Background: an optimization exercise with open tools, aiming at small area. Do not read the settings as production practice. RTL that was checked went through simulation tests only; none was proved equivalent to the original. Only the layout flow was run in runs 1 and 2; the RTL was not checked for function there. Power figures rest on the tool's default switching activity, not on a simulated workload.

**flow/design.v**
```verilog
module regfile (
    input  wire       clk,
    input  wire       clr,
    input  wire       we,
    input  wire [3:0] waddr,
    input  wire       wdata,
    input  wire [3:0] raddr,
    output wire       rdata
);
    reg [255:0] rf;
    wire [15:0] taps;
    genvar gi;
    generate for (gi = 0; gi < 16; gi = gi + 1) begin : g_tap
        assign taps[gi] = rf[16*gi];
    end endgenerate
    assign rdata = taps[raddr];
    integer ri;
    always @(posedge clk) begin
        for (ri = 0; ri < 16; ri = ri + 1) begin
            rf[16*ri +: 15] <= rf[16*ri+1 +: 15];
            rf[16*ri+15]    <= clr ? 1'b0 : ((we && waddr == ri) ? wdata : rf[16*ri]);
        end
    end
endmodule
module serial_cpu (
    input  wire       clk,
    input  wire       rst,
    input  wire       start,
    input  wire       clr,
    input  wire [2:0] op,
    input  wire [3:0] rd,
    input  wire [3:0] ra,
    input  wire [6:0] im,
    input  wire [4:0] cp,
    input  wire       digit_wr,
    output reg        sign_q,
    output reg  [3:0] cntd
);
    localparam [2:0] OP_LOAD = 3'd0, OP_ADD = 3'd1, OP_ADDI = 3'd2, OP_SUB = 3'd3,
                     OP_SUBI = 3'd4, OP_MUL = 3'd5, OP_CLEAR = 3'd6, OP_DPL = 3'd7;
    localparam [3:0] ES_ABS = 4'd6, ES_SUB = 4'd7, ES_REST = 4'd8, ES_DONE = 4'd9, ES_WAIT = 4'd15;
    reg  [3:0]  ph;
    reg  [15:0] sc;
    reg         dly, cy;
    reg  [3:0]  es;
    wire ph0  = (ph == 4'd0);
    wire ph15 = (ph == 4'd15);
    wire addsub = (op == OP_ADD) || (op == OP_SUB);
    wire [3:0] raddr = (es == 4'd5 && addsub) ? im[6:3] : ra;
    wire port;
    wire sum;
    wire wr = (es == 4'd5);
    regfile u_rf (.clk(clk), .clr(clr), .we(wr), .waddr(rd), .wdata(sum), .raddr(raddr), .rdata(port));
    wire imbit = (ph[3:1] == 3'd0) ? im[ph[0]] :
                 (ph[3:1] == 3'd1) ? im[{2'b01, ph[0]}] :
                 (ph[3:1] == 3'd2) ? im[{2'b10, ph[0]}] : 1'b0;
    reg [15:0] kval;
    always @(*) begin
        if (cp[4:2] == 3'b111)
            case (cp[1:0])
                2'd0: kval = 16'd1000;
                2'd1: kval = 16'd100;
                2'd2: kval = 16'd10;
                default: kval = 16'd1;
            endcase
        else
            kval = 16'd10000;
    end
    wire kbit = kval[ph];
    reg mulbit;
    always @(*) begin
        case (es[2:0])
            3'd0: mulbit = im[5];
            3'd1: mulbit = im[4];
            3'd2: mulbit = im[3];
            3'd3: mulbit = im[2];
            3'd4: mulbit = im[1];
            default: mulbit = im[0];
        endcase
    end
    reg a_in, b_in, sub;
    always @(*) begin
        a_in = sc[0]; b_in = 1'b0; sub = 1'b0;
        if (es <= 4'd5) begin
            if (op == OP_MUL) begin
                a_in = (es == 4'd0) ? 1'b0 : (dly & ~ph0);
                b_in = mulbit & port;
                sub  = im[6];
            end else if (es != 4'd5) begin
                a_in = 1'b0;
                b_in = (op == OP_LOAD) ? 1'b0 : port;
            end else begin
                a_in = sc[0];
                case (op)
                    OP_LOAD, OP_ADDI: begin b_in = imbit; sub = im[6];  end
                    OP_SUBI:          begin b_in = imbit; sub = ~im[6]; end
                    OP_ADD:           begin b_in = port;  sub = 1'b0;   end
                    OP_SUB:           begin b_in = port;  sub = 1'b1;   end
                    default:          begin b_in = 1'b0;  sub = 1'b0;   end
                endcase
            end
        end else if (es == ES_ABS) begin
            a_in = 1'b0; b_in = sc[0]; sub = sign_q;
        end else if (es == ES_SUB) begin
            b_in = kbit; sub = 1'b1;
        end else if (es == ES_REST) begin
            b_in = kbit;
        end
    end
    wire bx   = b_in ^ sub;
    wire cin  = ph0 ? sub : cy;
    assign sum = a_in ^ bx ^ cin;
    wire cout = (a_in & bx) | (a_in & cin) | (bx & cin);
    always @(posedge clk) begin
        ph  <= ph + 4'd1;
        sc  <= {sum, sc[15:1]};
        dly <= sc[0];
        cy  <= cout;
        if (ph15) begin
            case (es)
                ES_WAIT: es <= 4'd0;
                4'd0, 4'd1, 4'd2, 4'd3, 4'd4: es <= es + 4'd1;
                4'd5: begin es <= ES_ABS; sign_q <= sum; end
                ES_ABS: es <= ES_SUB;
                ES_SUB: if (cout) cntd <= cntd + 4'd1; else es <= ES_REST;
                ES_REST: es <= ES_DONE;
                default: if (cntd == 4'd15) begin es <= ES_SUB; cntd <= 4'd0; end
            endcase
        end
        if (digit_wr) cntd <= 4'd15;
        if (start) begin
            es <= ES_WAIT;
            cntd <= 4'd0;
        end
        if (rst) begin
            ph <= 4'd0;
            es <= ES_DONE;
            cntd <= 4'd0;
        end
    end
endmodule
module lcd_chargen (
    input  wire [4:0] cp,
    input  wire [2:0] op,
    input  wire [3:0] rd,
    input  wire       sign_q,
    input  wire [3:0] cntd,
    input  wire       m_splash,
    input  wire       m_blank,
    output reg  [7:0] chr
);
    reg [6:0] t;    
    always @(*) begin
        case ({op, cp[2:0]})
            6'o00: t = "L"; 6'o01: t = "O"; 6'o02: t = "A"; 6'o03: t = "D";
            6'o10: t = "A"; 6'o11: t = "D"; 6'o12: t = "D";
            6'o20: t = "A"; 6'o21: t = "D"; 6'o22: t = "D"; 6'o23: t = "I";
            6'o30: t = "S"; 6'o31: t = "U"; 6'o32: t = "B";
            6'o40: t = "S"; 6'o41: t = "U"; 6'o42: t = "B"; 6'o43: t = "I";
            6'o50: t = "M"; 6'o51: t = "U"; 6'o52: t = "L";
            6'o60: t = "C"; 6'o61: t = "L"; 6'o62: t = "E"; 6'o63: t = "A"; 6'o64: t = "R";
            6'o70: t = "D"; 6'o71: t = "P"; 6'o72: t = "L";
            default: t = " ";
        endcase
        if (m_splash) t = (cp[2] ? " " : "-");
    end
    wire txt   = (cp[4:3] == 2'b00) && !(cp[2] && (cp[1] | cp[0]));    
    wire [3:0] low = cp[3:0];
    wire br_l  = !cp[4] && low == 4'd10;
    wire br_r  = !cp[4] && low == 4'd15;
    wire sgn   =  cp[4] && low == 4'd10;
    wire dig1  = !cp[4] && low >= 4'd11 && low <= 4'd14;
    wire dig2  =  cp[4] && low >= 4'd11;
    wire full  = !m_blank && !(op == 3'd6 && !m_splash);
    reg rdsel;
    always @(*) case (cp[1:0]) 2'd3: rdsel = rd[3]; 2'd0: rdsel = rd[2]; 2'd1: rdsel = rd[1]; default: rdsel = rd[0]; endcase
    wire rdbit = rdsel & !m_splash;    
    always @(*) begin
        chr = 8'h20;
        if (m_blank) chr = 8'h20;
        else if (txt) chr = {1'b0, t};
        else if (full) begin
            if (br_l) chr = 8'h5B;
            else if (br_r) chr = 8'h5D;
            else if (sgn) chr = (sign_q && !m_splash) ? 8'h2D : 8'h2B;
            else if (dig1) chr = {7'b0011000, rdbit};
            else if (dig2) chr = {4'b0011, m_splash ? 4'd0 : cntd};
        end
    end
endmodule
module lcd_seq (
    input  wire       clk,
    input  wire       rst,
    input  wire       power_rel,
    input  wire       send_rel,
    input  wire [7:0] chr,
    input  wire       op_clear,
    output wire       start,
    output wire       booting,
    output reg  [4:0] cp,           
    output reg        m_splash,
    output reg        m_blank,
    output wire       digit_wr,
    output reg  [7:0] lcd_data,
    output reg        lcd_rs,
    output wire       lcd_en
);
    localparam [3:0] ST_OFF1  = 4'd0,    
                     ST_ISET  = 4'd1,    
                     ST_IWAIT = 4'd2,    
                     ST_IPUL  = 4'd3,    
                     ST_OFF0  = 4'd4,    
                     ST_QWAIT = 4'd5,    
                     ST_PRE   = 4'd6,    
                     ST_IDLE  = 4'd7,
                     ST_CMDW  = 4'd8,    
                     ST_CMDE  = 4'd9,    
                     ST_CHW   = 4'd10,   
                     ST_CHE   = 4'd11;   
    reg [3:0]  st;
    reg [16:0] cnt;
    wire [17:0] cc;
    wire [16:0] cinc;
    assign cc[0] = 1'b1;
    genvar gi;
    generate for (gi = 0; gi < 17; gi = gi + 1) begin : g_inc
        assign cinc[gi]  = cnt[gi] ^ cc[gi];
        assign cc[gi+1]  = cnt[gi] & cc[gi];
    end endgenerate
    function hit;
        input [16:0] c;
        input [16:0] k;
        hit = &(c | ~k);
    endfunction
    assign booting = (st[3:2] == 2'b00);
    assign lcd_en  = (st == ST_IPUL) || (st == ST_CMDE) || (st == ST_CHE);
    assign start   = (st == ST_IDLE) && !power_rel && send_rel;
    wire cp16 = (cp == 5'd16);
    wire cp0  = (cp == 5'd0);
    wire cpw  = !(cp[4] & cp[3] & (cp[2] | (cp[1] & cp[0])));    
    wire t_iwait = hit(cnt, cpw ? 17'd124666 : (cp == 5'd30) ? 17'd90000 : 17'd2000);
    wire t_qwait = hit(cnt, 17'd997);
    wire t_ipul  = hit(cnt, 17'd50);
    wire t_pre   = hit(cnt, m_blank ? 17'd4 : m_splash ? 17'd7 : 17'd5);
    wire t_cmde  = hit(cnt, 17'd25);
    wire t_cmdw  = hit(cnt, cp[4] ? 17'd2525 : 17'd80025);
    wire t_che   = hit(cnt, 17'd2475);
    wire t_chw   = hit(cnt, cp16 ? 17'd2526 : cp0 ? 17'd2527 : 17'd2525);
    wire chwr = (st == ST_CMDW && t_cmdw) || (st == ST_CHW && t_chw && !cp16 && !cp0);
    assign digit_wr = chwr && !m_blank && !m_splash && !op_clear && (cp >= 5'd27);
    reg adv;
    always @(*) begin
        case (st)
            ST_OFF1:  adv = power_rel;
            ST_OFF0:  adv = 1'b1;
            ST_QWAIT: adv = t_qwait;
            ST_ISET:  adv = 1'b1;
            ST_IPUL:  adv = t_ipul;
            ST_IWAIT: adv = t_iwait;
            ST_PRE:   adv = t_pre;
            ST_CMDE:  adv = t_cmde;
            ST_CMDW:  adv = t_cmdw;
            ST_CHE:   adv = t_che;
            ST_CHW:   adv = t_chw;
            ST_IDLE:  adv = power_rel | send_rel;
            default:  adv = 1'b1;
        endcase
    end
    always @(posedge clk) begin
        cnt <= adv ? 17'd0 : cinc;
        if (adv) begin
            case (st)
                ST_OFF1: begin
                    st <= ST_IWAIT; m_splash <= 1'b1; m_blank <= 1'b0;
                end
                ST_OFF0: begin
                    if (power_rel) begin
                        st <= ST_QWAIT; m_splash <= 1'b1; m_blank <= 1'b0;
                    end else begin
                        st <= ST_OFF1; lcd_data <= 8'h00; lcd_rs <= 1'b0;
                    end
                end
                ST_QWAIT: st <= ST_PRE;
                ST_ISET:  st <= ST_IPUL;
                ST_IPUL:  st <= ST_IWAIT;
                ST_IWAIT: begin
                    cp <= cp + 5'd1;
                    if (!cpw) begin
                        st <= (cp == 5'd31) ? ST_PRE : ST_ISET;
                        case (cp[2:0])
                            3'd3: lcd_data <= 8'h38;
                            3'd4: lcd_data <= 8'h0C;
                            3'd5: lcd_data <= 8'h01;
                            3'd6: lcd_data <= 8'h06;
                            default: lcd_data <= 8'h00;
                        endcase
                    end
                end
                ST_PRE: begin
                    st <= ST_CMDE; lcd_data <= 8'h01; lcd_rs <= 1'b0;
                end
                ST_CMDE: st <= ST_CMDW;
                ST_CMDW: begin
                    st <= ST_CHE; lcd_data <= chr; lcd_rs <= 1'b1; cp <= cp + 5'd1;
                end
                ST_CHE: st <= ST_CHW;
                ST_CHW: begin
                    if (cp16) begin
                        st <= ST_CMDE; lcd_data <= 8'hC0; lcd_rs <= 1'b0;
                    end else if (cp0) begin
                        st <= m_blank ? ST_OFF0 : ST_IDLE;
                    end else begin
                        st <= ST_CHE; lcd_data <= chr; lcd_rs <= 1'b1; cp <= cp + 5'd1;
                    end
                end
                ST_IDLE: begin
                    st <= ST_PRE;
                    m_blank <= power_rel; m_splash <= 1'b0;
                end
                default: st <= ST_OFF1;
            endcase
        end
        if (st == ST_OFF1) begin
            cp <= 5'd21; lcd_data <= 8'h00; lcd_rs <= 1'b0;
        end
        if (rst) begin
            st <= ST_OFF1;
            m_splash <= 1'b0;
            m_blank <= 1'b0;
            lcd_data <= 8'h00; lcd_rs <= 1'b0;
        end
    end
endmodule
module DE2_115_Project_Top (
    input  wire        CLOCK_50,
    input  wire        RST,       
    input  wire [3:0]  KEY,       
    input  wire [17:0] SW,
    output wire [7:0]  LCD_DATA,
    output wire        LCD_RS,
    output wire        LCD_RW,
    output wire        LCD_EN,
    output wire        LCD_ON,
    output wire        LCD_BLON
);
    assign LCD_ON   = 1'b1;
    assign LCD_BLON = 1'b1;
    assign LCD_RW   = 1'b0;
    wire clk = CLOCK_50;
    reg kp_last, ks_last;
    always @(posedge clk) begin
        kp_last <= ~KEY[0];
        ks_last <= ~KEY[1];
    end
    wire power_rel = kp_last & KEY[0];
    wire send_rel  = ks_last & KEY[1];
    wire        start;           
    wire        booting;
    wire [4:0]  cp;
    wire        m_splash, m_blank;
    wire        digit_wr;
    wire [7:0]  chr;
    reg  [2:0]  op_l;
    reg  [3:0]  rd_l;
    reg  [3:0]  ra_l;         
    reg  [6:0]  im_l;         
    always @(posedge clk) begin
        if (start) begin
            op_l <= SW[17:15];
            rd_l <= SW[14:11];
            ra_l <= (SW[17:15] == 3'd7) ? SW[14:11] : SW[10:7];
            im_l <= SW[6:0];
        end
        if (RST) op_l <= 3'd0;
    end
    wire        sign_q;
    wire [3:0]  cntd;
    lcd_seq u_seq (
        .clk(clk), .rst(RST), .power_rel(power_rel), .send_rel(send_rel),
        .chr(chr), .op_clear(op_l == 3'd6),
        .start(start), .booting(booting), .cp(cp), .m_splash(m_splash), .m_blank(m_blank),
        .digit_wr(digit_wr),
        .lcd_data(LCD_DATA), .lcd_rs(LCD_RS), .lcd_en(LCD_EN)
    );
    lcd_chargen u_cg (
        .cp(cp), .op(op_l), .rd(rd_l), .sign_q(sign_q), .cntd(cntd),
        .m_splash(m_splash), .m_blank(m_blank), .chr(chr)
    );
    serial_cpu u_cpu (
        .clk(clk), .rst(RST), .start(start), .clr(booting || op_l == 3'd6),
        .op(op_l), .rd(rd_l), .ra(ra_l), .im(im_l), .cp(cp), .digit_wr(digit_wr),
        .sign_q(sign_q), .cntd(cntd)
    );
endmodule
```
**flow/run.sh**
```bash
#!/bin/bash
# synth_recipe.tcl (not shown) runs the flow's synth.tcl, then flattens the netlist and writes it again
# the make line also repeats each setting of config.mk as NAME=value (left out here)
make -C /OpenROAD-flow-scripts/flow DESIGN_CONFIG=/design/flow/config.mk WORK_HOME=/design/flow/orfs CLKGATE_MAP_FILE= SYNTH_SCRIPT=/design/flow/synth_recipe.tcl finish
```
**flow/config.mk**
```make
export PLATFORM = sky130hd
export DESIGN_NAME = DE2_115_Project_Top
export DESIGN_NICKNAME = DE2_115_Project_Top
export VERILOG_FILES = /design/flow/design.v
export SDC_FILE = /design/flow/constraint.sdc
export NUM_CORES = 4
export LEC_CHECK = 0
export CAP_MARGIN = 20
export CORE_MARGIN = 2
export CORE_UTILIZATION = 40
export SLEW_MARGIN = 20
```
**flow/constraint.sdc**
```tcl
create_clock -name core_clock -period 20.0 [get_ports {CLOCK_50}]
set_input_delay 4.0000 -clock core_clock [delete_from_list [all_inputs] [get_ports {CLOCK_50}]]
set_output_delay 4.0000 -clock core_clock [all_outputs]
set_load 0.01 [all_outputs]
```
==> results.txt, run 1 <==
- Total negative setup slack: 0 ns
- Adder-Cell Fraction of Synth Area: approximately 4.3%
- Global-route track usage on met3: roughly 2.5%
- Horizontal die dimension: approximately 170 microns
- Max incr delay on CP: 0.82 ns
- Clock power share: 46.1%
- Startpoint of the most critical register-to-register path: u_cpu.es[1]
- Post-synthesis share of cell area spent on and, or, nand and nor gates: between 10% and 20%
- Post-CTS Setup Inserts: 0
- Max Clock Freq: between 0.15 and 0.2 GHz
- Full die area: between 0.02 and 0.03 sq mm
- Buffers plus inverters on the worst setup path: 2
- Area fraction of the dominant cell type after synthesis: 59.8%
- IO buf count: 31
- Row count: 60
- Grt peak-use layer: met2
- Final core occ: 47.1%
- Synth async-reset ratio: 0%
- Maximum number of pins on one net before global-route repair: 31
- Number of nets in the layout: roughly 1100
- Antenna violation net count after detailed routing: 0
- Height of the chip: 170 microns
- Share of total power consumed by net switching: a little over a fifth
- Starting density of the core: 40.7%
- Count of antenna diodes in the layout: 0
- Non-Filler Instances: 1359
- Filler Cell Count: between 2000 and 2500
- Clock-pin slew on the worst setup and hold paths: 0.07 ns
- XOR/XNOR share of the synthesized area: less than 1%
- Cell area after synthesis: roughly 0.011 sq mm
- Cell Chain, Critical Path: inv_1 -> nand2_1 -> nor2_1 -> clkdlybuf4s50_1
- Max-capacitance violation count: 0
- Critical path data required time: roughly 16 ns
- Actual slew at the worst max-slew pin: 0.924 ns
- Crit path max-delay family: flip-flops
- Initial detailed-routing violation count: about 470
- Net switching component of the power: 290 uW
- Share of power burned in registers: 51.3%
- Clock latency at the later pin of the worst-skew pair: roughly 0.51 ns
- Met1 track utilization from global routing: about a fifth
- Worst hold path type: reg -> reg
- Share of layout cells above drive strength 1: 7.47%
- Area added between synthesis and finish: 15.6%
- Path type of the worst setup path: reg -> out
- Most frequent cell after synthesis: sky130_fd_sc_hd__dfxtp_1
- Startpoint of the most critical setup path: u_seq.st[2]
- Number of cells upsized or downsized after cts: 0
- Final slew viol count: 0
- Compound-gate portion of the synthesized area: between 10% and 20%
- Cell count after synthesis: just under 1000
- HPWL after detailed placement: around 14 mm
- Reg2Reg Capture Point: u_cpu.cntd[2]
- Shortest clock period the worst path allows after layout: roughly 6.4 ns
- Dominant combinational cell family by area after synthesis: simple AND/OR/NAND/NOR gates
- GRT overflow: 0
- Vias after detailed routing: 6968
- Register bit count reported by yosys: 344
- Synth Area per Inst: about 11 sq um
- Synth area leaders: sky130_fd_sc_hd__dfxtp_1, sky130_fd_sc_hd__edfxtp_1, sky130_fd_sc_hd__ha_1
- Register area share after synthesis: 64.2%
- Static leakage: approximately 4.8 nW
- Pwr/cell area: 108 mW/mm^2
- Synthesis warning total: 5
- List of most frequent post-synthesis cells: sky130_fd_sc_hd__dfxtp_1, sky130_fd_sc_hd__nand2_1, sky130_fd_sc_hd__nor2_1, sky130_fd_sc_hd__a21oi_1, sky130_fd_sc_hd__clkbuf_1
- Power share of the combinational group: 2.5%
- First-pass GRT wire length: about 34 mm
- Via density per instance: between 5 and 6
- Stages on worst setup path: 4
- Final Hold Fails: 0
- Routed Wire Length: 21.2 mm
- Placed cell count: between 1000 and 1500
- Run status: finished clean
- Multiplexer area fraction after synthesis: about 2.8%
- Count of clock tree sinks: 344
- Worst reg-to-reg path cell count: 16
- Clock tree from TritonCTS: built
- Termination of the worst setup path: LCD_EN
- Worst clock skew: between 0.015 and 0.02 ns
- Post-synth top flop: sky130_fd_sc_hd__dfxtp_1
- Residual DRC count: 0
- H-tree Lvls: 2
- Post-Place Cell Area: between 0.01 and 0.015 sq mm
- Per-cell routed wire length: ~16 microns
- Hold-fix buffer count after cts: 0
- Post-synthesis cell type count: 79
- Internal power of the cells: between 1 and 1.5 mW
- Final estimated routing congestion in global placement: between 0.8 and 0.9
- IR Drop Worst-Case VDD: slightly above 0.00008 V
- Tot GR Track Use: 14.7%
- Final non-filler cell area: 0.0127 sq mm
- Arrival time reported for the critical path endpoint: ~2.4 ns
- RSZ-0062 raised after global routing: false
- Final Cycle Share: between 30% and 40%
- First-pass iteration count of the detailed router: 4
- Internal reg-to-reg setup slack: 15.25 ns
- Cell taking the most area after synthesis: sky130_fd_sc_hd__dfxtp_1
- Critical Path Fanout Max: 22
- Startpoint Class: register
- Via count of the first global-routing pass: 6492
- Number of setup violations in the final report: 0
- IO Count: 37
- Critical-path cell with the highest stage delay: sky130_fd_sc_hd__dfxtp_1
- Routing usage on met2: a little over a fifth
- Core footprint: 0.0270 sq mm
- Number of buffers inserted during clock tree synthesis: 34
- Antenna violations before repair: 0
- Critical Path End Type: output pin
- Clock Tree Root: sky130_fd_sc_hd__clkbuf_16
- Maximum count of clock buffers along a single path: 3
- Relative slew margins: 38.4%
- Count of flip-flops with a built-in enable after synthesis: 16
## metal layers
layer,wire length (microns),up-vias
li1,-,3480
met1,10700,3252
met2,8860,186
met3,1090,50
met4,652,0
met5,0,-
## cells in the final DEF, fill, tap and decap left out, drive strengths merged, types with 7 or more instances in the layout
cell           instances
dfxtp                328
nand2                 63
nor2                  57
a21oi                 51
clkbuf                50
o21ai                 39
nand3                 37
ha                    36
clkdlybuf4s50         31
inv                   26
mux2i                 23
and2                  18
nor2b                 16
edfxtp                16
nor3                  12
a31oi                 12
nor4                  12
nand2b                11
nand4                 10
and3                  10
o22ai                 10
a211oi                 9
o211ai                 8
mux2                   7
a22o                   7
a311oi                 7
or3                    7
## layout make-up
| type | instances | area, sq um | share of cell area, % |
|---|---|---|---|
| Clock buffer | 50 | 1020 | 8.07 |
| Sequential cell | 344 | 7050 | 55.5 |
| Timing Repair Buffer | 34 | 333 | 2.62 |
| Multi-Input combinational cell | 555 | 3630 | 28.6 |
| Tap cell | 341 | 427 | 3.36 |
| Clock inverter | 12 | 140 | 1.10 |
| Inverter | 23 | 86.3 | 0.681 |
## flip-flops by register name (all words and copies together), names as in the netlist, 3 cells and up
register	flops
u_cpu.u_rf.rf	256
u_seq.cnt	17
u_cpu.sc	16
u_seq.lcd_data	8
im_l	7
u_seq.cp	5
ra_l	4
rd_l	4
u_cpu.cntd	4
u_cpu.es	4
u_cpu.ph	4
u_seq.st	4
op_l	3
## worst min path at each step
stage / cells after the start / end / slack [ns] / startpoint
after floorplan: 0 / u_cpu.sc[0] / 0.31 / u_cpu.sc[1]
after global placement: 0 / u_cpu.u_rf.rf[224] / 0.31 / u_cpu.u_rf.rf[225]
after detailed placement: 0 / u_cpu.sc[13] / 0.31 / u_cpu.sc[14]
after CTS: 0 / u_cpu.u_rf.rf[66] / 0.32 / u_cpu.u_rf.rf[67]
after global routing: 0 / u_cpu.u_rf.rf[224] / 0.33 / u_cpu.u_rf.rf[225]
final: 0 / u_cpu.u_rf.rf[224] / 0.32 / u_cpu.u_rf.rf[225]
## through the flow
stage / hold WS, ns / setup slack [ns] / power (mW)
after floorplan: 0.310 / 14.47 / 0.743
after global routing: 0.325 / 13.53 / 1.43
after global placement: 0.310 / 13.20 / 0.756
after detailed placement: 0.312 / 13.17 / 0.756
final: 0.316 / 13.63 / 1.38
after CTS: 0.322 / 13.65 / 1.39
## worst register-to-register path: cells and delay by family (launching register included)
kind / cells / cell delay, ns
flip-flops: 1 / 0.35
AO/OA/AOI/OAI: 7 / 1.86
AND/OR/NAND/NOR: 5 / 1.52
XOR/XNOR: 1 / 0.25
adder cells (fa/ha/maj): 2 / 0.59
buffers and inverters: 1 / 0.11
## kinds of logic (layout without fill, tap and decap cells)
kind of cell	after synthesis	count (layout)
AND/OR/NAND/NOR	278	278
adder cells (fa/ha/maj)	37	37
XOR/XNOR	8	8
other	2	3
multiplexers	30	30
buffers and inverters	73	119
AO/OA/AOI/OAI	199	199
flip-flops	344	344
## power groups by stage
stage,registers [mW],logic (mW),clock network [mW]
floorplan,0.715,0.0280,0
global placement,0.721,0.0344,0
detailed placement,0.721,0.0351,0
CTS,0.706,0.0352,0.652
global route,0.707,0.0396,0.682
finish,0.706,0.0350,0.635
==> inputs of run 2 (changes only) <==
--- a/flow/config.mk
+++ b/flow/config.mk
@@ -7,5 +7,8 @@
 export LEC_CHECK = 0
+export ABC_AREA = 1
 export CAP_MARGIN = 20
 export CORE_MARGIN = 2
-export CORE_UTILIZATION = 40
+export CORE_UTILIZATION = 60
+export CTS_BUF_LIST = sky130_fd_sc_hd__clkbuf_4 sky130_fd_sc_hd__clkbuf_8
+export CTS_CLUSTER_SIZE = 30
 export SLEW_MARGIN = 20
==> run 2 against run 1 <==
Net effect:
- still clean on timing, DRC and antenna
- total power increased by 8.0%
- non-clock buffer count decreased by 3
- synthesized cell count increased by 12%
- core utilization increased by 24 points
- first-iteration DRC count increased by 0.63%
- fmax increased by 5.9%
- synthesized area decreased by 2.1%
- cell area decreased by 1.8%
- wire length increased by 4.7%
- register-to-register slack improved by 0.48 ns
- global-route usage increased by 9.0 points
- sequential share of layout area increased by 1.0 points
- critical path type unchanged
- largest cell class unchanged
- largest power group unchanged
- highest routed layer unchanged
==> results.txt, run 2 <==
- Run status: finished clean
- Most frequent cell after synthesis: sky130_fd_sc_hd__dfxtp_1
- Area fraction of the dominant cell type after synthesis: roughly 61%
- Cell taking the most area after synthesis: sky130_fd_sc_hd__dfxtp_1
- Residual DRC count: 0
- Maximum count of clock buffers along a single path: 3
- Arrival time reported for the critical path endpoint: approximately 2.0 ns
- Via count of the first global-routing pass: 6982
- Most common cell after layout, fill and taps aside: sky130_fd_sc_hd__dfxtp_1
- Synthesis warning total: 5
- Startpoint of the most critical setup path: u_seq.st[0]
- Biggest registers after layout: u_cpu.u_rf.rf (256), u_seq.cnt (17), u_cpu.sc (16)
- Critical Path Fanout Max: 7
- Critical path data required time: between 15 and 20 ns
- Critical Path End Type: output pin
- First-pass GRT wire length: between 30 and 40 mm
- Number of nets in the layout: ~1200
- Number of flip-flops in the largest register: around 260
- Number of setup violations in the final report: 0
- Antenna violations before repair: 0
- HPWL after detailed placement: between 15 and 20 mm
- Cell Chain, Critical Path: inv_1 -> a211oi_1 -> clkdlybuf4s50_1
- Area added between synthesis and finish: 15.9%
- Count of antenna diodes in the layout: 0
- Synth area leaders: sky130_fd_sc_hd__dfxtp_1, sky130_fd_sc_hd__nand2_1, sky130_fd_sc_hd__edfxtp_1
- Hold-fix buffer count after cts: 0
- Clock latency at the later pin of the worst-skew pair: between 0.5 and 0.6 ns
- Via density per instance: roughly 5.2
- Max-capacitance violation count: 0
- RSZ-0062 raised after global routing: false
- Count of clock tree sinks: 344
- Register bit count reported by yosys: 344
- Cell count after synthesis: around 1100
- DP Worst Slack: roughly 14 ns
- Final worst-path setup slack: between 10 and 15 ns
- Clock Tree Root: sky130_fd_sc_hd__clkbuf_8
- GRT overflow: 0
- Full die area: 0.0190 sq mm
- Horizontal die dimension: between 100 and 150 microns
- First-pass iteration count of the detailed router: 5
- Post-synthesis cell type count: 45
- Antenna violation net count after detailed routing: 0
- Worst clock skew: between 0.02 and 0.025 ns
- Clock tree from TritonCTS: built
- IO Count: 37
- Cell area after synthesis: 0.0108 sq mm
- Post-Place Cell Area: about 0.011 sq mm
- Maximum number of pins on one net before global-route repair: 25
- Synth Area per Inst: between 9 and 10 sq um
- Height of the chip: 138 microns
- Final Hold Fails: 0
- Pwr/cell area: around 120 mW/mm^2
- Worst hold path type: reg -> reg
- Per-cell routed wire length: 15.7 microns
- Total negative setup slack: 0 ns
- Origin of the worst min-delay path: u_cpu.u_rf.rf[158]
- Startpoint of the most critical register-to-register path: u_cpu.es[1]
- Max Clock Freq: ~0.17 GHz
- Clock-pin slew on the worst setup and hold paths: around 0.070 ns
- Register area share after synthesis: around two thirds
- IO buf count: 31
- Final non-filler cell area: 0.0125 sq mm
- Tot GR Track Use: 23.7%
- List of most frequent post-synthesis cells: sky130_fd_sc_hd__dfxtp_1, sky130_fd_sc_hd__nand2_1, sky130_fd_sc_hd__inv_1, sky130_fd_sc_hd__nor2_1, sky130_fd_sc_hd__nand3_1
- Starting density of the core: 61.7%
- Biggest register: u_cpu.u_rf.rf
- Final Cycle Share: between 30% and 40%
- Path type of the worst setup path: reg -> out
- Core footprint: around 0.017 sq mm
- Post-CTS Setup Inserts: 0
- Placed cell count: around 1300
- Static leakage: ~5.3 nW
- Startpoint Class: register
- WHS: between 0.3 and 0.4 ns
- Final estimated routing congestion in global placement: a little over 0.9
- Synth async-reset ratio: 0%
- Row count: 48
- Share of layout cells above drive strength 1: 9.05%
- Shortest clock period the worst path allows after layout: 6.01 ns
- Relative slew margins: a little under half
- Initial detailed-routing violation count: about 480
- Leading cell types in the layout, fill and taps excluded: sky130_fd_sc_hd__dfxtp_1, sky130_fd_sc_hd__nand2_1, sky130_fd_sc_hd__inv_1
- H-tree Lvls: 2
- Final slew viol count: 0
- Critical-path cell with the highest stage delay: sky130_fd_sc_hd__clkdlybuf4s50_1
- Max incr delay on CP: 0.60 ns
- Number of buffers inserted during clock tree synthesis: 50
- IR Drop Worst-Case VDD: 0.0000985 V
- Actual slew at the worst max-slew pin: between 0.8 and 0.9 ns
- Count of flip-flops with a built-in enable after synthesis: 16
- Non-Filler Instances: 1419
- Number of cells upsized or downsized after cts: 0
- Routed Wire Length: 22.2 mm
- Post-synth top flop: sky130_fd_sc_hd__dfxtp_1
- Vias after detailed routing: 7425
run 2: metal layers:
layer | track usage, % | up-vias | part of all wire, %
met5 | 0 | - | 0
met2 | 37.7 | 229 | 44
met3 | 4.79 | 31 | 5.9
li1 | - | 3717 | -
met4 | 8.39 | 0 | 2.0
met1 | 32.3 | 3448 | 48
run 2: kinds of logic after synthesis:
| family | synth area share [%] |
|---|---|
| compound gates | 8.80 |
| xor+xnor | 0.163 |
| fa+ha+maj | 4.38 |
| buf+inv | 4.91 |
| flops | 65.5 |
| mux | 0.524 |
| other cells | 0.0699 |
| simple gates | 15.6 |
run 2: report_power, final:
| group | internal [mW] | switching [mW] |
|---|---|---|
| Combinational | 0.0423 | 0.105 |
| Clock | 0.367 | 0.258 |
| Sequential | 0.700 | 0.0145 |
| Total | 1.11 | 0.377 |
run 2: stage by stage:
stage                     total power [mW]  util (%)
after detailed placement             0.873      64.7
after global routing                  1.55      71.6
final                                 1.49      71.6
after global placement               0.873      64.7
after floorplan                      0.830         -
after CTS                             1.50      71.6
run 2: layout make-up:
class | count | area (sq um)
repair buffers | 31 | 310
fillers | 1301 | 4950
inverters | 122 | 458
multi-input cells | 606 | 3180
clock buffers | 80 | 1030
well taps | 225 | 282
flip-flops and latches | 344 | 7050
clock inverters | 11 | 159
run 2: final timing paths:
| kind | end | slack, ns | depth (start not counted) |
|---|---|---|---|
| worst min register to register | u_cpu.u_rf.rf[157] | 0.31 | 0 |
| worst min-delay path | u_cpu.u_rf.rf[157] | 0.31 | 0 |
| worst max register to register | u_cpu.u_rf.rf[111] | 15.73 | 16 |
| worst max-delay path | LCD_EN | 13.99 | 3 |
run 2: worst max-delay path: cells and delay by family, from the launching register on:
kind | cells | cell delay [ns]
DFF | 1 | 0.46
AOI/OAI and AO/OA | 1 | 0.25
buffers and inverters | 2 | 0.73
==> inputs of run 3 (changes only) <==
--- a/flow/design.v
+++ b/flow/design.v
@@ -1,25 +1 @@
-module regfile (
-    input  wire       clk,
-    input  wire       clr,
-    input  wire       we,
-    input  wire [3:0] waddr,
-    input  wire       wdata,
-    input  wire [3:0] raddr,
-    output wire       rdata
-);
-    reg [255:0] rf;
-    wire [15:0] taps;
-    genvar gi;
-    generate for (gi = 0; gi < 16; gi = gi + 1) begin : g_tap
-        assign taps[gi] = rf[16*gi];
-    end endgenerate
-    assign rdata = taps[raddr];
-    integer ri;
-    always @(posedge clk) begin
-        for (ri = 0; ri < 16; ri = ri + 1) begin
-            rf[16*ri +: 15] <= rf[16*ri+1 +: 15];
-            rf[16*ri+15]    <= clr ? 1'b0 : ((we && waddr == ri) ? wdata : rf[16*ri]);
-        end
-    end
-endmodule
 module serial_cpu (
@@ -40,7 +16,10 @@
                      OP_SUBI = 3'd4, OP_MUL = 3'd5, OP_CLEAR = 3'd6, OP_DPL = 3'd7;
-    localparam [3:0] ES_ABS = 4'd6, ES_SUB = 4'd7, ES_REST = 4'd8, ES_DONE = 4'd9, ES_WAIT = 4'd15;
-    reg  [3:0]  ph;
-    reg  [15:0] sc;
-    reg         dly, cy;
-    reg  [3:0]  es;
+    localparam [3:0] ES_WB = 4'd6, ES_ABS = 4'd7, ES_SUB = 4'd8, ES_REST = 4'd9,
+                     ES_DONE = 4'd10, ES_WAIT = 4'd15;
+    reg  [3:0]   ph;          
+    reg  [3:0]   tr;          
+    reg  [255:0] rf;
+    reg  [15:0]  sc;
+    reg          dly, cy;
+    reg  [3:0]   es;
     wire ph0  = (ph == 4'd0);
@@ -48,7 +27,5 @@
     wire addsub = (op == OP_ADD) || (op == OP_SUB);
-    wire [3:0] raddr = (es == 4'd5 && addsub) ? im[6:3] : ra;
-    wire port;
-    wire sum;
-    wire wr = (es == 4'd5);
-    regfile u_rf (.clk(clk), .clr(clr), .we(wr), .waddr(rd), .wdata(sum), .raddr(raddr), .rdata(port));
+    wire [3:0] need = (es == ES_WB) ? rd : (es == 4'd5 && addsub) ? im[6:3] : ra;
+    wire run  = (es[3] && !(es == ES_WAIT)) || es == ES_ABS || (tr == need);
+    wire port = rf[0];
     wire imbit = (ph[3:1] == 3'd0) ? im[ph[0]] :
@@ -83,3 +60,5 @@
         a_in = sc[0]; b_in = 1'b0; sub = 1'b0;
-        if (es <= 4'd5) begin
+        if (!run) begin
+            a_in = sc[0];
+        end else if (es <= 4'd5) begin
             if (op == OP_MUL) begin
@@ -111,6 +90,8 @@
     wire cin  = ph0 ? sub : cy;
-    assign sum = a_in ^ bx ^ cin;
+    wire sum  = a_in ^ bx ^ cin;
     wire cout = (a_in & bx) | (a_in & cin) | (bx & cin);
+    wire wr = run && (es == ES_WB);
     always @(posedge clk) begin
-        ph  <= ph + 4'd1;
+        rf  <= {clr ? 1'b0 : wr ? sc[0] : rf[0], rf[255:1]};
+        {tr, ph} <= {tr, ph} + 8'd1;
         sc  <= {sum, sc[15:1]};
@@ -121,5 +102,4 @@
                 ES_WAIT: es <= 4'd0;
-                4'd0, 4'd1, 4'd2, 4'd3, 4'd4: es <= es + 4'd1;
-                4'd5: begin es <= ES_ABS; sign_q <= sum; end
-                ES_ABS: es <= ES_SUB;
+                4'd0, 4'd1, 4'd2, 4'd3, 4'd4, 4'd5, ES_WB: if (run) es <= es + 4'd1;
+                ES_ABS: begin es <= ES_SUB; end
                 ES_SUB: if (cout) cntd <= cntd + 4'd1; else es <= ES_REST;
@@ -128,2 +108,3 @@
             endcase
+            if (es == 4'd5 && run) sign_q <= sum;
         end
@@ -135,3 +116,3 @@
         if (rst) begin
-            ph <= 4'd0;
+            {tr, ph} <= 8'd0;
             es <= ES_DONE;
--- a/flow/config.mk
+++ b/flow/config.mk
@@ -7,3 +7,2 @@
 export LEC_CHECK = 0
-export ABC_AREA = 1
 export CAP_MARGIN = 20
@@ -11,3 +10,4 @@
 export CORE_UTILIZATION = 60
-export CTS_BUF_LIST = sky130_fd_sc_hd__clkbuf_4 sky130_fd_sc_hd__clkbuf_8
+export CTS_BUF_LIST = sky130_fd_sc_hd__clkbuf_16
+export CTS_CLUSTER_DIAMETER = 80
 export CTS_CLUSTER_SIZE = 30
==> run 3 against run 2 <==
Net effect:
- global-route usage is 2.6 points lower
- critical path depth did not move
- final cell count is 19% lower
- clock-buffer cell count decreased by 63
- first-iteration DRC count decreased by 6.5%
- worst hold slack worse by 0.0085 ns
- wire length down 10%
- sequential power about the same
- combinational power down 78%
- fmax is 3.7% lower
- critical path type unchanged
- largest power group unchanged
- highest routed layer unchanged
==> results.txt, run 3 <==
- Startpoint of the most critical register-to-register path: u_seq.cp[1]
- Max Clock Freq: between 0.15 and 0.2 GHz
- Count of flip-flops with a built-in enable after synthesis: 16
- Hold-fix buffer count after cts: 0
- Critical Path End Type: output pin
- Row count: between 40 and 50
- Synth area leaders: sky130_fd_sc_hd__dfxtp_1, sky130_fd_sc_hd__edfxtp_1, sky130_fd_sc_hd__ha_1
- Synth async-reset ratio: 0%
- Run status: finished clean
- Most frequent cell after synthesis: sky130_fd_sc_hd__dfxtp_1
- Relative slew margins: 32.4%
- Synth Area per Inst: 11.9 sq um
- Area of combinational cells with multiple inputs: roughly 0.0034 sq mm
- Internal reg-to-reg setup slack: approximately 16 ns
- Number of setup violations in the final report: 0
- Maximum count of clock buffers along a single path: 3
- Biggest register: u_cpu.rf
- Startpoint of the most critical setup path: u_seq.st[3]
- Count of clock tree sinks: 348
- Biggest registers after layout: u_cpu.rf (256), u_seq.cnt (17), u_cpu.sc (16)
- Post-synth top flop: sky130_fd_sc_hd__dfxtp_1
- Number of buffers inserted during clock tree synthesis: 17
- RSZ-0062 raised after global routing: false
- Worst clock skew: about 0.028 ns
- Residual DRC count: 0
- Placed cell count: 1126
- Register bit count reported by yosys: between 300 and 400
- Sequential cell area: between 0.007 and 0.008 sq mm
- Maximum number of pins on one net before global-route repair: 32
- Area fraction of the dominant cell type after synthesis: between 60% and 70%
- IO Count: 37
- IR Drop Worst-Case VDD: approximately 0.000099 V
- Critical path data required time: 16.00 ns
- Area added between synthesis and finish: 8.99%
- Static leakage: roughly 4.5 nW
- First-pass iteration count of the detailed router: 4
- Synthesis warning total: 4
- Cell area after synthesis: between 0.01 and 0.015 sq mm
- Endpoint of the worst hold-timing path: u_cpu.rf[166]
- Clock Tree Root: sky130_fd_sc_hd__clkbuf_16
- Post-Place Cell Area: around 0.011 sq mm
- Path type of the worst setup path: reg -> out
- Worst reg-to-reg path cell count: 15
- Height of the chip: 138 microns
- Final non-filler cell area: 0.0118 sq mm
- Clock tree from TritonCTS: built
- Final slew viol count: 0
- Reg2Reg Capture Point: u_cpu.cntd[0]
- Critical Path Fanout Max: 20
- Number of nets in the layout: around 980
- First-pass GRT wire length: between 30 and 40 mm
- Number of cells upsized or downsized after cts: 0
- Vias after detailed routing: about 6400
- Max-capacitance violation count: 0
- Post-synthesis cell type count: 79
- Shortest clock period the worst path allows after layout: about 6.2 ns
- Via density per instance: between 5 and 6
- Starting density of the core: between 60% and 70%
- Total power consumption of the routed design: around 1.1 mW
- GRT overflow: 0
- Via count of the first global-routing pass: roughly 6400
- Total negative setup slack: 0 ns
- Core footprint: between 0.015 and 0.02 sq mm
- Most common cell after layout, fill and taps aside: sky130_fd_sc_hd__dfxtp_1
- Clock latency at the later pin of the worst-skew pair: 0.50 ns
- Routed Wire Length: between 15 and 20 mm
- Number of flip-flops in the largest register: approximately 260
- Per-cell routed wire length: ~17 microns
- Hold path cells: 0
- Final Cycle Share: 31.2%
- Cell count after synthesis: around 900
- List of most frequent post-synthesis cells: sky130_fd_sc_hd__dfxtp_1, sky130_fd_sc_hd__a21oi_1, sky130_fd_sc_hd__nand2_1, sky130_fd_sc_hd__nor2_1, sky130_fd_sc_hd__ha_1
- Pwr/cell area: 95.7 mW/mm^2
- Leading cell types in the layout, fill and taps excluded: sky130_fd_sc_hd__dfxtp_1, sky130_fd_sc_hd__a21oi_1, sky130_fd_sc_hd__nand2_1
- Initial detailed-routing violation count: between 400 and 500
- Antenna violations before repair: 0
- HPWL after detailed placement: roughly 13 mm
- Register area share after synthesis: about two thirds
- Final estimated routing congestion in global placement: 0.880
- H-tree Lvls: 1
- Final Hold Fails: 0
- Origin of the worst min-delay path: u_cpu.rf[167]
- Tot GR Track Use: between 20% and 30%
- Antenna violation net count after detailed routing: 0
- Clock-pin slew on the worst setup and hold paths: approximately 0.10 ns
- Cell taking the most area after synthesis: sky130_fd_sc_hd__dfxtp_1
- Count of antenna diodes in the layout: 0
- Post-CTS Setup Inserts: 0
- Non-Filler Instances: 1148
- Worst hold path type: reg -> reg
- Arrival time reported for the critical path endpoint: about 2.3 ns
- Actual slew at the worst max-slew pin: about 1 ns
- Horizontal die dimension: about 140 microns
- IO buf count: 31
- Full die area: approximately 0.019 sq mm
- Share of layout cells above drive strength 1: about 5.3%
- Startpoint Class: register
- Filler Cell Count: around 1300
run 3: changes by cell type after synthesis, sizes merged, moves of 14 or more:
cell and change:
clkbuf +18, o21ai -40, nor2 -47, nand3 -56, nand2b +14, and2 +21, nand2 -138, inv -89
nor2b +17
run 3: cells by family after synthesis:
kind of cell	share of synthesized area, %
xor+xnor	1.62
buf+inv	2.78
other cells	0.0696
fa+ha+maj	4.24
simple gates	12.1
compound gates	10.9
flops	66.1
mux	2.15
run 3: metrics by stage:
stage	utilization [%]	hold WS (ns)	setup slack [ns]
2_1_floorplan	-	0.310	14.23
3_3_place_gp	63.2	0.314	13.19
3_5_place_dp	63.2	0.312	13.45
4_1_cts	66.1	0.305	13.79
5_1_grt	66.1	0.313	13.61
6_report	66.1	0.305	13.75
run 3: metal layers:
layer	up-vias	wire (microns)	track usage, %
li1	3169	-	-
met1	3014	9300	30.2
met2	157	9300	34.2
met3	25	940	2.70
met4	0	416	5.32
met5	-	0	0
run 3: final cells by class:
type / instances / area share [%]
clock buffers: 17 / 3.62
clock inverters: 5 / 0.777
inverters: 32 / 1.02
multi-input cells: 483 / 28.7
flip-flops and latches: 348 / 60.6
well taps: 229 / 2.44
repair buffers: 34 / 2.83
run 3: power by group:
group / total, mW / internal (mW) / switching [mW]
Combinational: 0.0319 / 0.0151 / 0.0168
Sequential: 0.715 / 0.704 / 0.0109
Clock: 0.377 / 0.164 / 0.214
run 3: worst max-delay path, stage by stage, from the launching register on:
cell                              delay [ns]
sky130_fd_sc_hd__dfxtp_1                0.79
sky130_fd_sc_hd__nor2_1                 0.17
sky130_fd_sc_hd__nor3b_1                0.23
sky130_fd_sc_hd__clkdlybuf4s50_1        0.57
run 3: worst max path at each step:
stage,end,slack [ns]
3_5_place_dp,u_cpu.cntd[0],13.45
6_report,LCD_EN,13.75
3_3_place_gp,u_cpu.cntd[0],13.19
5_1_grt,LCD_EN,13.61
2_1_floorplan,u_cpu.es[3],14.23
4_1_cts,LCD_EN,13.79
==> inputs of run 4 (changes only) <==
--- a/flow/config.mk
+++ b/flow/config.mk
@@ -10,5 +10,5 @@
 export CORE_UTILIZATION = 60
-export CTS_BUF_LIST = sky130_fd_sc_hd__clkbuf_16
-export CTS_CLUSTER_DIAMETER = 80
-export CTS_CLUSTER_SIZE = 30
+export CTS_BUF_LIST = sky130_fd_sc_hd__clkbuf_8
+export CTS_CLUSTER_DIAMETER = 60
+export CTS_CLUSTER_SIZE = 20
 export SLEW_MARGIN = 20
==> run 4 against run 3 <==
Net effect:
- synthesized cell count unchanged
- cell area down 0.95%
- clock power down 14%
- first-iteration DRC count up 1.1%
- synthesized area unchanged
- global-route usage about the same
- register-to-register slack worse by 0.04 ns
- clock-buffer cell count up 8
- worst setup slack worse by 0.061 ns
- sequential cell count unchanged
==> results.txt, run 4 <==
- Synthesis warning total: 4
- Residual DRC count: 0
- Synth async-reset ratio: 0%
- Height of the chip: approximately 140 microns
- Shortest clock period the worst path allows after layout: around 6.3 ns
- Post-CTS Setup Inserts: 0
- DP Worst Slack: 13.45 ns
- Final worst-path setup slack: 13.69 ns
- Number of nets in the layout: 982
- Final Cycle Share: 31.5%
- Clock tree from TritonCTS: built
- Cell count after synthesis: 904
- Worst clock skew: 0.0218 ns
- Tot GR Track Use: around a fifth
- Count of antenna diodes in the layout: 0
- Final slew viol count: 0
- Hold-fix buffer count after cts: 0
- Area added between synthesis and finish: 7.96%
- Number of setup violations in the final report: 0
- Sequential cell area: a little over 0.007 sq mm
- Max Clock Freq: roughly 0.16 GHz
- Synth area leaders: sky130_fd_sc_hd__dfxtp_1, sky130_fd_sc_hd__edfxtp_1, sky130_fd_sc_hd__ha_1
- Initial detailed-routing violation count: 450
- List of most frequent post-synthesis cells: sky130_fd_sc_hd__dfxtp_1, sky130_fd_sc_hd__a21oi_1, sky130_fd_sc_hd__nand2_1, sky130_fd_sc_hd__nor2_1, sky130_fd_sc_hd__ha_1
- Count of clock tree sinks: 348
- Startpoint Class: register
- HPWL after detailed placement: around 13 mm
- Routed Wire Length: approximately 20 mm
- Antenna violations before repair: 0
- Area fraction of the dominant cell type after synthesis: about 60%
- Clock latency at the later pin of the worst-skew pair: about 0.55 ns
- Vias after detailed routing: around 6400
- Most frequent cell after synthesis: sky130_fd_sc_hd__dfxtp_1
- Run status: finished clean
- Worst hold path type: reg -> reg
- H-tree Lvls: 1
- Antenna violation net count after detailed routing: 0
- First-pass GRT wire length: between 30 and 40 mm
- Per-cell routed wire length: approximately 17 microns
- Pwr/cell area: 92.2 mW/mm^2
- Static leakage: approximately 4.5 nW
- Cell taking the most area after synthesis: sky130_fd_sc_hd__dfxtp_1
- Clock-pin slew on the worst setup and hold paths: between 0.1 and 0.15 ns
- RSZ-0062 raised after global routing: false
- Number of flip-flops in the largest register: approximately 260
- Path type of the worst setup path: reg -> out
- Starting density of the core: about three fifths
- Final estimated routing congestion in global placement: around 0.88
- Share of layout cells above drive strength 1: under 10%
- IO Count: 37
- Most common cell after layout, fill and taps aside: sky130_fd_sc_hd__dfxtp_1
- Post-synthesis cell type count: 79
- Critical path data required time: 16.00 ns
- Number of buffers inserted during clock tree synthesis: 23
- IR Drop Worst-Case VDD: around 0.0001 V
- Max-capacitance violation count: 0
- Final Hold Fails: 0
- IO buf count: 31
- Biggest register: u_cpu.rf
- Maximum count of clock buffers along a single path: 3
- Leading cell types in the layout, fill and taps excluded: sky130_fd_sc_hd__dfxtp_1, sky130_fd_sc_hd__a21oi_1, sky130_fd_sc_hd__nand2_1
- Relative slew margins: 31.9%
- Critical Path Fanout Max: 20
- Clock Tree Root: sky130_fd_sc_hd__clkbuf_8
- Count of flip-flops with a built-in enable after synthesis: 16
- Full die area: 0.0191 sq mm
- Total negative setup slack: 0 ns
- Number of cells upsized or downsized after cts: 0
- Post-synth top flop: sky130_fd_sc_hd__dfxtp_1
- Area of combinational cells with multiple inputs: about 0.0034 sq mm
- Synth Area per Inst: 11.9 sq um
- Filler Cell Count: 1342
- Cell area after synthesis: between 0.01 and 0.015 sq mm
- Actual slew at the worst max-slew pin: ~1 ns
- Via density per instance: about 5.6
- Core footprint: roughly 0.018 sq mm
- Arrival time reported for the critical path endpoint: approximately 2.3 ns
- Register bit count reported by yosys: about 350
- Row count: 49
- Register area share after synthesis: around 66%
- First-pass iteration count of the detailed router: 5
- GRT overflow: 0
- Critical Path End Type: output pin
- Maximum number of pins on one net before global-route repair: 29
- Via count of the first global-routing pass: 6474
- Horizontal die dimension: roughly 140 microns
- Biggest registers after layout: u_cpu.rf (256), u_seq.cnt (17), u_cpu.sc (16)
## run 4: power breakdown
part	switching [mW]	leakage (nW)	internal (mW)
Sequential	0.0110	2.82	0.705
Combinational	0.0169	1.42	0.0151
Clock	0.206	0.213	0.120
Total	0.234	4.46	0.839
## run 4: cell families after synthesis
group,share of synthesized area [%]
DFF,66.1
and+or+nand+nor,12.1
AOI/OAI and AO/OA,10.9
buffers and inverters,2.78
adders and majority gates,4.24
xor gates and xnor gates,1.62
muxes,2.15
other,0.0696
## run 4: worst max-delay path, cell delays in order, from the launching register on
cell                              delay [ns]
sky130_fd_sc_hd__dfxtp_1                0.80
sky130_fd_sc_hd__nor2_1                 0.17
sky130_fd_sc_hd__nor3b_1                0.23
sky130_fd_sc_hd__clkdlybuf4s50_1        0.57
## run 4: worst paths after layout
| path | startpoint | depth (start not counted) | endpoint | slack [ns] |
|---|---|---|---|---|
| min reg2reg | u_cpu.rf[86] | 0 | u_cpu.rf[85] | 0.33 |
| max | u_seq.st[3] | 3 | LCD_EN | 13.69 |
| max reg2reg | u_seq.cp[1] | 15 | u_cpu.cntd[0] | 15.87 |
| min | u_cpu.rf[86] | 0 | u_cpu.rf[85] | 0.33 |
## run 4: cell type report
cell class | instances | area share, %
Sequential cell | 348 | 61.2
Multi-Input combinational cell | 483 | 29.0
Clock buffer | 25 | 2.95
Timing Repair Buffer | 34 | 2.86
Tap cell | 229 | 2.46
Inverter | 32 | 1.03
Clock inverter | 5 | 0.526
## run 4: per-stage QoR
step	cell area (sq um)	total power, mW	hold WS, ns	util (%)	cells
3_5_place_dp	11200	0.763	0.312	63.2	1126
3_3_place_gp	11200	0.762	0.314	63.2	1126
2_1_floorplan	10800	0.750	0.310	-	905
5_1_grt	11600	1.11	0.333	65.5	1156
6_report	11600	1.07	0.329	65.5	1156
4_1_cts	11600	1.08	0.335	65.5	1156
## run 4: metal layers
layer  track usage (%)  vias up  wire [microns]
met4              6.12        0             508
met3              2.94       33            1040
met2              33.6      169            9060
li1                  -     3189               -
met1              30.2     3040            9290
met5                 0        -               0
==> inputs of run 5 (changes only) <==
==> flow/flow/run.sh (new file) <==
#!/bin/bash
# Own layout flow: the standard flow, except that the combinational logic
# of the standard synthesis is re-mapped for area (registers untouched), the
# ports are buffered with the smallest buffer, and the clock tree settings
# come from config.mk. Each tool's output goes to its own log file here.
set -euo pipefail
R=orfs/results/${FLOW_PLATFORM}/DE2_115_Project_Top/base

# 1. the standard synthesis
bash standard.sh synth > 1_synth_standard.log 2>&1

# 2. re-map the combinational logic for area
cp $R/1_2_yosys.v 1_2_yosys_std.v
yosys -c flow/remap.tcl > 1_remap_yosys.log 2>&1
cp 1_2_yosys_remap.v $R/1_2_yosys.v
rm -f $R/1_synth.odb

# 3. the rest of the standard flow
bash standard.sh finish "BUFFER_PORTS_ARGS=-buffer_cell sky130_fd_sc_hd__buf_1" > 2_layout_standard.log 2>&1
==> flow/flow/abc_area.script (new file) <==
strash
dch -f
map -a
topo
==> flow/flow/dont_use.txt (new file) <==
sky130_fd_sc_hd__probe_p_8 sky130_fd_sc_hd__probec_p_8 sky130_fd_sc_hd__lpflow_bleeder_1 sky130_fd_sc_hd__lpflow_clkbufkapwr_1 sky130_fd_sc_hd__lpflow_clkbufkapwr_16 sky130_fd_sc_hd__lpflow_clkbufkapwr_2 sky130_fd_sc_hd__lpflow_clkbufkapwr_4 sky130_fd_sc_hd__lpflow_clkbufkapwr_8 sky130_fd_sc_hd__lpflow_clkinvkapwr_1 sky130_fd_sc_hd__lpflow_clkinvkapwr_16 sky130_fd_sc_hd__lpflow_clkinvkapwr_2 sky130_fd_sc_hd__lpflow_clkinvkapwr_4 sky130_fd_sc_hd__lpflow_clkinvkapwr_8 sky130_fd_sc_hd__lpflow_decapkapwr_12 sky130_fd_sc_hd__lpflow_decapkapwr_3 sky130_fd_sc_hd__lpflow_decapkapwr_4 sky130_fd_sc_hd__lpflow_decapkapwr_6 sky130_fd_sc_hd__lpflow_decapkapwr_8 sky130_fd_sc_hd__lpflow_inputiso0n_1 sky130_fd_sc_hd__lpflow_inputiso0p_1 sky130_fd_sc_hd__lpflow_inputiso1n_1 sky130_fd_sc_hd__lpflow_inputiso1p_1 sky130_fd_sc_hd__lpflow_inputisolatch_1 sky130_fd_sc_hd__lpflow_isobufsrc_1 sky130_fd_sc_hd__lpflow_isobufsrc_16 sky130_fd_sc_hd__lpflow_isobufsrc_2 sky130_fd_sc_hd__lpflow_isobufsrc_4 sky130_fd_sc_hd__lpflow_isobufsrc_8 sky130_fd_sc_hd__lpflow_isobufsrckapwr_16 sky130_fd_sc_hd__lpflow_lsbuf_lh_hl_isowell_tap_1 sky130_fd_sc_hd__lpflow_lsbuf_lh_hl_isowell_tap_2 sky130_fd_sc_hd__lpflow_lsbuf_lh_hl_isowell_tap_4 sky130_fd_sc_hd__lpflow_lsbuf_lh_isowell_4 sky130_fd_sc_hd__lpflow_lsbuf_lh_isowell_tap_1 sky130_fd_sc_hd__lpflow_lsbuf_lh_isowell_tap_2 sky130_fd_sc_hd__lpflow_lsbuf_lh_isowell_tap_4 sky130_fd_sc_hd__fill_1 sky130_fd_sc_hd__fill_2 sky130_fd_sc_hd__fill_4 sky130_fd_sc_hd__fill_8 
==> flow/flow/remap.tcl (new file) <==
# Re-map the combinational logic of the standard synthesis netlist for area.
# The registers stay as they are: same cells, same instance names.
set lib $::env(FLOW_HOME)/platforms/$::env(FLOW_PLATFORM)/lib/sky130_fd_sc_hd__tt_025C_1v80.lib
set top $::env(FLOW_TOP)
set fd [open flow/dont_use.txt r]
set du {}
foreach c [split [string trim [read $fd]]] { if {$c ne ""} { lappend du -dont_use $c } }
close $fd

# cell functions from the library; the sequential cells used are black boxes
yosys read_liberty -ignore_miss_func -ignore_miss_dir $lib
set fd [open 1_2_yosys_std.v r]
set txt [read $fd]
close $fd
set seq [lsort -unique [regexp -all -inline {sky130_fd_sc_hd__(?:df|edf|sdf|sedf|dl)[a-z0-9_]*} $txt]]
yosys blackbox {*}$seq
yosys read_verilog 1_2_yosys_std.v
yosys hierarchy -top $top
yosys flatten
yosys rename -hide w:*.*
yosys opt_clean -purge
yosys opt
yosys setundef -zero
yosys abc -liberty $lib {*}$du -script flow/abc_area.script
yosys opt_clean -purge
yosys hilomap -singleton -hicell sky130_fd_sc_hd__conb_1 HI -locell sky130_fd_sc_hd__conb_1 LO
yosys opt_clean -purge
yosys stat -liberty $lib
yosys check
yosys write_verilog -noattr -nohex -nodec 1_2_yosys_remap.v
==> flow/standard.sh (new file) <==
#!/bin/bash
# synth_recipe.tcl (not shown) runs the flow's synth.tcl, then flattens the netlist and writes it again
# the make line also repeats each setting of config.mk as NAME=value (left out here)
make -C /OpenROAD-flow-scripts/flow DESIGN_CONFIG=/design/flow/config.mk WORK_HOME=/design/flow/orfs CLKGATE_MAP_FILE= SYNTH_SCRIPT=/design/flow/synth_recipe.tcl "${@:-finish}"
removed: flow/run.sh
==> run 5 against run 4 <==
Net effect:
- register-to-register slack got worse by 0.61 ns
- critical path depth rose by 14
- largest power group unchanged
- non-clock buffer count fell by 1
- still clean
- via count rose by 0.67%
- critical path type is now in -> reg
- cell area fell by 7.9%
- critical endpoint is now u_seq.cp[2]
- sequential power barely moved
- final cell count rose by 4.4%
- combinational power rose by 56%
- global-route usage rose by 2.3 points
- total power rose by 2.6%
==> results.txt, run 5 <==
- Run status: finished clean
- First-pass GRT wire length: between 30 and 40 mm
- Per-cell routed wire length: around 17 microns
- Biggest registers after layout: u_cpu.rf (256), u_seq.cnt (17), u_cpu.sc (16)
- Post-Place Cell Area: 0.0103 sq mm
- Number of setup violations in the final report: 0
- Via density per instance: 5.36
- Pwr/cell area: around 100 mW/mm^2
- Routed Wire Length: approximately 20 mm
- RSZ-0062 raised after global routing: false
- IO buf count: 31
- IR Drop Worst-Case VDD: just under 0.0001 V
- Relative slew margins: 48.5%
- Biggest register: u_cpu.rf
- Antenna violations before repair: 0
- Initial detailed-routing violation count: approximately 530
- First-pass iteration count of the detailed router: 7
- Final core occ: between 60% and 70%
- Max Clock Freq: between 0.1 and 0.15 GHz
- Routing usage on met2: a little over a third
- Horizontal die dimension: about 130 microns
- Hold-fix buffer count after cts: 0
- Final slew viol count: 0
- Startpoint of the most critical register-to-register path: u_cpu.es[2]
- Cell count after synthesis: between 900 and 1000
- Startpoint of the most critical setup path: KEY[0]
- Count of clock tree sinks: 348
- Shortest clock period the worst path allows after layout: ~7 ns
- Path type of the worst setup path: in -> reg
- Post-CTS Setup Inserts: 0
- Critical Path Fanout Max: 20
- Clock latency at the later pin of the worst-skew pair: about 0.54 ns
- Leading cell types in the layout, fill and taps excluded: sky130_fd_sc_hd__dfxtp_1, sky130_fd_sc_hd__nor2_1, sky130_fd_sc_hd__clkinv_1
- Via count of the first global-routing pass: around 6400
- Cell area after synthesis: 0.00989 sq mm
- Total negative setup slack: 0 ns
- Final non-filler cell area: about 0.011 sq mm
- Arrival time reported for the critical path endpoint: roughly 7.3 ns
- Static leakage: about 4 nW
- Number of buffers inserted during clock tree synthesis: 23
- Clock Tree Root: sky130_fd_sc_hd__clkbuf_8
- Row count: 46
- Area added between synthesis and finish: 8.45%
- Vias after detailed routing: between 6000 and 7000
- Final Cycle Share: between 30% and 40%
- Grt peak-use layer: met2
- Height of the chip: 132 microns
- Worst hold path type: reg -> reg
- Number of cells upsized or downsized after cts: 0
- Worst clock skew: 0.0163 ns
- Share of layout cells above drive strength 1: under 10%
- Antenna violation net count after detailed routing: 0
- Met1 track utilization from global routing: 34.5%
- HPWL after detailed placement: ~14 mm
- Synth Area per Inst: ~11 sq um
- Final estimated routing congestion in global placement: 0.973
- Final Hold Fails: 0
- Number of flip-flops in the largest register: around 260
- Residual DRC count: 0
- Clock-pin slew on the worst setup and hold paths: 0.11 ns
- Origin of the worst min-delay path: u_cpu.rf[123]
- Count of antenna diodes in the layout: 0
- H-tree Lvls: 1
- Starting density of the core: around three fifths
- Maximum number of pins on one net before global-route repair: 22
- Startpoint Class: input pin
- Full die area: approximately 0.018 sq mm
- Max-capacitance violation count: 0
- IO Count: 37
- Synthesis warning total: 4
- Final worst-path setup slack: 13.18 ns
- Number of nets in the layout: approximately 1000
- Core footprint: about 0.016 sq mm
- DP Worst Slack: approximately 13 ns
- Actual slew at the worst max-slew pin: 0.771 ns
- Critical Path End Type: register
- Maximum count of clock buffers along a single path: 3
- GRT overflow: 0
- Clock tree from TritonCTS: built
- Critical path data required time: between 20 and 25 ns
- Global-route track usage on met3: 4.34%
- Most common cell after layout, fill and taps aside: sky130_fd_sc_hd__dfxtp_1
- Tot GR Track Use: a little under a quarter
-- run 5: final timing paths --
path	endpoint	slack [ns]	depth (start not counted)
hold reg to reg	u_cpu.rf[122]	0.33	0
hold / removal	u_cpu.rf[122]	0.33	0
setup / recovery	u_seq.cp[2]	13.18	17
setup reg to reg	u_cpu.es[1]	15.26	25
-- run 5: worst max-delay path, cell delays in order --
cell and delay [ns]:
sky130_fd_sc_hd__buf_1 0.09, sky130_fd_sc_hd__nand2_1 0.08, sky130_fd_sc_hd__clkinv_1 0.08, sky130_fd_sc_hd__nand2_1 0.07, sky130_fd_sc_hd__nor2_1 0.19, sky130_fd_sc_hd__clkinv_1 0.14, sky130_fd_sc_hd__o311ai_0 0.11, sky130_fd_sc_hd__nand2_1 0.10
sky130_fd_sc_hd__o311ai_0 0.13, sky130_fd_sc_hd__a2111oi_0 0.11, sky130_fd_sc_hd__nand2_1 0.59, sky130_fd_sc_hd__clkinv_1 0.45, sky130_fd_sc_hd__nor3_1 0.47, sky130_fd_sc_hd__clkinv_1 0.25, sky130_fd_sc_hd__nor3_1 0.24, sky130_fd_sc_hd__nor2_1 0.06
sky130_fd_sc_hd__o21ai_0 0.14
-- run 5: cell type report --
class | count | area [sq um]
Multi-Input combinational cell | 464 | 2350
Timing Repair Buffer | 33 | 131
Clock inverter | 11 | 100
Fill cell | 1217 | 5280
Inverter | 111 | 417
Sequential cell | 348 | 7130
Tap cell | 216 | 270
Clock buffer | 24 | 330
-- run 5: layer usage --
| layer | up-vias | wire [microns] |
|---|---|---|
| li1 | 3197 | - |
| met1 | 2991 | 9830 |
| met2 | 247 | 8700 |
| met3 | 39 | 1250 |
| met4 | 0 | 384 |
| met5 | - | 0 |
-- run 5: power breakdown --
group	total, mW	internal, mW	switching (mW)
sequential	0.715	0.704	0.0101
clock	0.337	0.129	0.207
combinational	0.0498	0.0141	0.0357
total	1.10	0.848	0.253
-- run 5: stage by stage --
step,total power [mW],instances,hold slack (ns)
after floorplan,0.761,923,0.310
after global placement,0.778,1172,0.310
after detailed placement,0.779,1172,0.312
after CTS,1.11,1207,0.330
after global routing,1.14,1207,0.337
final,1.10,1207,0.327

-- re-timing with driven ports --
Ports are ideal in the flow. The routed layouts listed here were re-timed in OpenROAD. Step 1: set_driving_cell puts a clkbuf_16 on CLOCK_50 and a buf_2 on each other input, an assumption about the parent block. Step 2 also shifts input and output timing later by t, the mid clock arrival at the registers, as if the neighbouring blocks saw the same clock. a / b / c = ideal ports / drivers / drivers and shift; a / b = the first two.
run	t, ns	slack for setup (ns)	cell pins on the clock port's net
run 1	0.548	13.632 / 13.587 / 13.211	1
run 2	0.607	13.988 / 13.950 / 13.848	1
run 3	0.528	13.754 / 13.708 / 13.478	1
run 4	0.580	13.693 / 13.652 / 13.464	1
run 5	0.575	13.182 / 13.189 / 12.615	1
After both steps every run listed still meets setup and hold. For run 5, which loses most, drivers alone change the setup slack by +0.007 ns; drivers and shift together by -0.567 ns.
